This is an optimization exercise on Yosys and OpenROAD, whose aim is small area, not a production implementation.
In this exercise RTL edits were held to simulation tests only and were not proved equivalent to the original.
No activity file was given, so power comes from the tool's default toggle rates.

==> run H <==
// Controlador_VGA
module Controlador_VGA(
input wire clock, reset,
input wire [7:0] out_seg_hora,out_min_hora,out_hora_hora,
input wire [7:0] out_dia_fecha,out_mes_fecha,out_jahr_fecha,
input wire [7:0] out_seg_timer,out_min_timer,out_hora_timer,
input wire [1:0] out_banderas_config,
input wire AM_PM,
input wire [1:0] config_mode, cursor_location,
output reg alarma_sonora,
output wire hsync, vsync,
output wire [11:0] RGB
);
export LEC_CHECK = 0
export CAP_MARGIN = 20
export CORE_MARGIN = 2
export CORE_UTILIZATION = 40
export SLEW_MARGIN = 20
create_clock -name core_clock -period 10.0 [get_ports {clock}]
standard.sh (not shown) runs the stock make flow with config.mk's settings and CLKGATE_MAP_FILE= SYNTH_SCRIPT=/design/flow/synth_recipe.tcl, a recipe that flattens the netlist after the stock synthesis.
==> flow/flow/run.sh <==
#!/bin/bash
# Own layout flow: the standard ORFS flow (standard.sh) with one change to
# synthesis: ABC maps for area (no delay-driven restructuring, buffering or
# upsizing; the 10 ns clock has ample slack) and Yosys does not extract
# half/full adders, so ABC sees all of the logic. Every other script is ORFS's
# own, unchanged. Each tool's output goes to a log file in this folder.
set -euo pipefail
cp -r "$FLOW_HOME/scripts" scripts_area
cp flow/abc_area_map.script scripts_area/abc_speed.script
bash standard.sh SCRIPTS_DIR="$PWD/scripts_area" ADDER_MAP_FILE= synth > synth.log 2>&1
bash standard.sh SCRIPTS_DIR="$PWD/scripts_area" ADDER_MAP_FILE= finish > layout.log 2>&1
test -s out/final.def
==> flow/flow/abc_area_map.script <==
strash
&get -n
&st
&dch
&nf -R 1000
&put
topo
stime -c
==> run Y: changes against run H <==
==> flow/flow/run.sh (replaced) <==
#!/bin/bash
# Own layout flow: the standard ORFS flow (standard.sh) with these changes:
#  - synthesis: ABC maps for area (no delay-driven restructuring, buffering or
#    upsizing; the 10 ns clock has ample slack), and Yosys does not extract
#    half/full adders, so ABC sees all of the logic;
#  - every input and output port still gets its own buffer, but the smallest
#    one (buf_1) instead of the clkdlybuf4s50_1 that buffer_ports picks;
#  - clock tree built from clkbuf_4 cells in clusters of up to 20 registers,
#    without dummy load cells.
# Every ORFS script is used unchanged. Each tool's output goes to a log file
# in this folder.
set -euo pipefail
cp -r "$FLOW_HOME/scripts" scripts_area
cp flow/abc_area_map.script scripts_area/abc_speed.script
KNOBS=(SCRIPTS_DIR="$PWD/scripts_area" ADDER_MAP_FILE=
       "BUFFER_PORTS_ARGS=-buffer_cell sky130_fd_sc_hd__buf_1"
       CTS_BUF_LIST=sky130_fd_sc_hd__clkbuf_4
       "CTS_ARGS=-sink_clustering_enable -repair_clock_nets -buf_list sky130_fd_sc_hd__clkbuf_4 -sink_clustering_size 20 -sink_clustering_max_diameter 100 -dont_use_dummy_load")
bash standard.sh "${KNOBS[@]}" synth > synth.log 2>&1
bash standard.sh "${KNOBS[@]}" finish > layout.log 2>&1
test -s out/final.def
==> results.toml <==
[detailed_routing]
wl_met2_um = 8560
routedLengthMet1_um = 8230
drtIter0Drc = 851
route.met3.wl_um = 1930
dr.pass1.iters = 7

[power_and_ir_drop]
power-top-group = "registers"
clkPwrFrac = 0.309
p_leak_nw = 1.97

[setup_path]
slowest_stage = "o31ai_1"
cp.arrival_ps = 6810
max_stage_delay_ps = 310
required_ps = 10290

[timing]
hold_ws_ps = 366
fin_ws_ps = 3490
fin_crit_sh = 0.651

[clock_network]
clkSlewWorstSetupHoldPaths_ps = 90

[place]
dp_cells = 940

[final_layout]
layout_common_cells = "nor2_1, nand2_1, buf_1"
fin_util = 0.465
stdcell_count = 950

[status]
status = "no timing/DRC/antenna violations"
the above is filed under run Y

==> results.toml <==
[detailed_routing]
dr.pass1.iters = 6
wl_met2_um = 9210
drtIter0Drc = 985
route.met3.wl_um = 2010

[power_and_ir_drop]
clkPwrFrac = 0.543
power-top-group = "the clock network"

[final_layout]
fin_util = 0.534
stdcell_count = 952

[setup_path]
slowest_stage = "clkdlybuf4s50_1"
max_stage_delay_ps = 410

[status]
status = "no timing/DRC/antenna violations"

[timing]
fin_ws_ps = 3000
hold_ws_ps = 373
fin_crit_sh = 0.700
the above is filed under run H



==> 05-10: inputs <==
Another version of the RTL of Controlador_VGA (not shown whole).
export LEC_CHECK = 0
export CAP_MARGIN = 20
export CORE_MARGIN = 2
export CORE_UTILIZATION = 40
export SLEW_MARGIN = 20
create_clock -name core_clock -period 10.0 [get_ports {clock}]
==> flow/flow/run.sh <==
#!/bin/bash
# Own layout flow: the standard ORFS flow (standard.sh) with these changes:
#  - every input and output port still gets its own buffer, but the smallest
#    one (buf_1) instead of the clkdlybuf4s50_1 that buffer_ports picks;
#  - clock tree built from clkbuf_4 cells in clusters of up to 20 registers,
#    without dummy load cells.
# Every ORFS script is used unchanged. Each tool's output goes to a log file
# in this folder.
set -euo pipefail
cp -r "$FLOW_HOME/scripts" scripts_area
cp flow/abc_area_map.script scripts_area/abc_speed.script
KNOBS=(SCRIPTS_DIR="$PWD/scripts_area" ADDER_MAP_FILE=
       "BUFFER_PORTS_ARGS=-buffer_cell sky130_fd_sc_hd__buf_1"
       CTS_BUF_LIST=sky130_fd_sc_hd__clkbuf_4 SLEW_MARGIN=0 CAP_MARGIN=0 GPL_TIMING_DRIVEN=0
       "CTS_ARGS=-sink_clustering_enable -repair_clock_nets -buf_list sky130_fd_sc_hd__clkbuf_4 -sink_clustering_size 20 -sink_clustering_max_diameter 100 -dont_use_dummy_load")
bash standard.sh "${KNOBS[@]}" synth > synth.log 2>&1
bash standard.sh "${KNOBS[@]}" finish > layout.log 2>&1
test -s out/final.def
==> flow/flow/abc_area_map.script <==
strash
dc2
&get -n
&deepsyn -T 60
&dch -f
&nf -R 1000 -E 100 -F 10
&put
topo
stime -c
==> 08-06: changes against 05-10 <==
--- a/flow/flow/run.sh
+++ b/flow/flow/run.sh
@@ -12,5 +12,5 @@
 KNOBS=(SCRIPTS_DIR="$PWD/scripts_area" ADDER_MAP_FILE=
        "BUFFER_PORTS_ARGS=-buffer_cell sky130_fd_sc_hd__buf_1"
-       CTS_BUF_LIST=sky130_fd_sc_hd__clkbuf_4 SLEW_MARGIN=0 CAP_MARGIN=0 GPL_TIMING_DRIVEN=0
+       CTS_BUF_LIST=sky130_fd_sc_hd__clkbuf_4 SLEW_MARGIN=0 CAP_MARGIN=0
        "CTS_ARGS=-sink_clustering_enable -repair_clock_nets -buf_list sky130_fd_sc_hd__clkbuf_4 -sink_clustering_size 20 -sink_clustering_max_diameter 100 -dont_use_dummy_load")
 bash standard.sh "${KNOBS[@]}" synth > synth.log 2>&1
==> 07-25: changes against 05-10 <==
--- a/flow/flow/run.sh
+++ b/flow/flow/run.sh
@@ -4,5 +4,10 @@
 #    one (buf_1) instead of the clkdlybuf4s50_1 that buffer_ports picks;
 #  - clock tree built from clkbuf_4 cells in clusters of up to 20 registers,
-#    without dummy load cells.
+#    without dummy load cells;
+#  - the buffers synthesis puts on outputs that share a net are removed at
+#    floorplan (REMOVE_ABC_BUFFERS), and global placement is not timing-driven
+#    (its repair_design would buffer high-fanout nets the 10 ns clock does not
+#    need buffered); the ordinary repair_design after placement still fixes
+#    every slew and capacitance limit with ORFS's default margins.
 # Every ORFS script is used unchanged. Each tool's output goes to a log file
 # in this folder.
@@ -12,5 +17,5 @@
 KNOBS=(SCRIPTS_DIR="$PWD/scripts_area" ADDER_MAP_FILE=
        "BUFFER_PORTS_ARGS=-buffer_cell sky130_fd_sc_hd__buf_1"
-       CTS_BUF_LIST=sky130_fd_sc_hd__clkbuf_4 SLEW_MARGIN=0 CAP_MARGIN=0 GPL_TIMING_DRIVEN=0
+       CTS_BUF_LIST=sky130_fd_sc_hd__clkbuf_4 GPL_TIMING_DRIVEN=0 REMOVE_ABC_BUFFERS=1
        "CTS_ARGS=-sink_clustering_enable -repair_clock_nets -buf_list sky130_fd_sc_hd__clkbuf_4 -sink_clustering_size 20 -sink_clustering_max_diameter 100 -dont_use_dummy_load")
 bash standard.sh "${KNOBS[@]}" synth > synth.log 2>&1
==> flow/flow/abc_area_map.script (replaced) <==
strash
dc2
&get -n
&deepsyn -T 600
&dch -f
&nf -R 1000 -E 100 -F 10
&put
topo
stime -c
==> qor summary <==
quantity	07-25	05-10	08-06
Reg2reg start	hx[6]	hx[4]	hx[6]
Cell count along the critical path	19	15	15
Power spent charging and discharging nets	0.0885 mW	0.0881 mW	0.0897 mW
Clock power frac	30.5%	29.8%	30.2%
Pin count of the biggest net entering global routing	39	42	60
Initial cell density of the core	40.6%	40.6%	40.6%
Worst endpoint required time	10250 ps	10270 ps	10260 ps
Number of ordinary and repair buffers in the finished layout	98	108	107
Xor and xnor fraction of the mapped netlist area	3.06%	3.05%	3.05%
Sequential standard cell area	0.00151 sq mm	0.00151 sq mm	0.00151 sq mm
Metal2 WL	7.06 mm	7.05 mm	7.88 mm
Least-Margin Pin Slew	1040 ps	1280 ps	1130 ps
Count of inverters other than clock inverters in the layout	18	17	17
Most repeated cell in the gate-level netlist after synthesis	sky130_fd_sc_hd__nand2_1	sky130_fd_sc_hd__nor2_1	sky130_fd_sc_hd__nor2_1
Mean area per synthesized cell	7.97 sq um	7.94 sq um	7.94 sq um
Routability congestion estimate from global placement	0.991	1.01	0.954
Global-route total usage across every layer	24.9%	25.7%	27.3%
Worst setup timing slack at the placement stage	4260 ps	3830 ps	4240 ps
Clock group	0.117 mW	0.115 mW	0.117 mW
Simple-gate portion of the synthesized area	26.1%	26.5%	26.5%
Global-route wire length before repair	25.5 mm	26.1 mm	27.3 mm
Fraction of layout instances using a drive strength above 1	4.48%	4.97%	4.83%
Drt initial violations	756	633	606
Result of the run	no timing/DRC/antenna violations	no timing/DRC/antenna violations	no timing/DRC/antenna violations
Int Pwr	0.295 mW	0.297 mW	0.296 mW

-- re-timing with driven ports --
Ports are ideal in the flow. The routed layouts listed here were re-timed in OpenROAD. Step 1: set_driving_cell puts a clkbuf_16 on clock and a buf_2 on each other input, an assumption about the parent block. Step 2 times the ports against the registers' clock, not the clock port: input delays grow and output delays shrink by t, the midpoint of the rising clock arrivals with the driver on. Slacks: ideal / step 1 / step 2; pairs: ideal / step 1.
run	t, ns	setup WS [ns]	worst register clock-pin slew, ns
run H	0.358	3.001 / 3.012 / 2.653	0.05 / 0.05
run Y	0.426	3.487 / 3.497 / 3.071	0.10 / 0.10
05-10	0.422	4.112 / 4.119 / 3.697	0.12 / 0.12
08-06	0.412	4.567 / 4.577 / 4.165	0.09 / 0.09
07-25	0.398	4.580 / 4.589 / 4.190	0.11 / 0.11
After both steps every run listed still meets setup and hold. The setup slack of run Y, which loses most, moves by +0.010 ns with the drivers and by -0.416 ns with both steps.
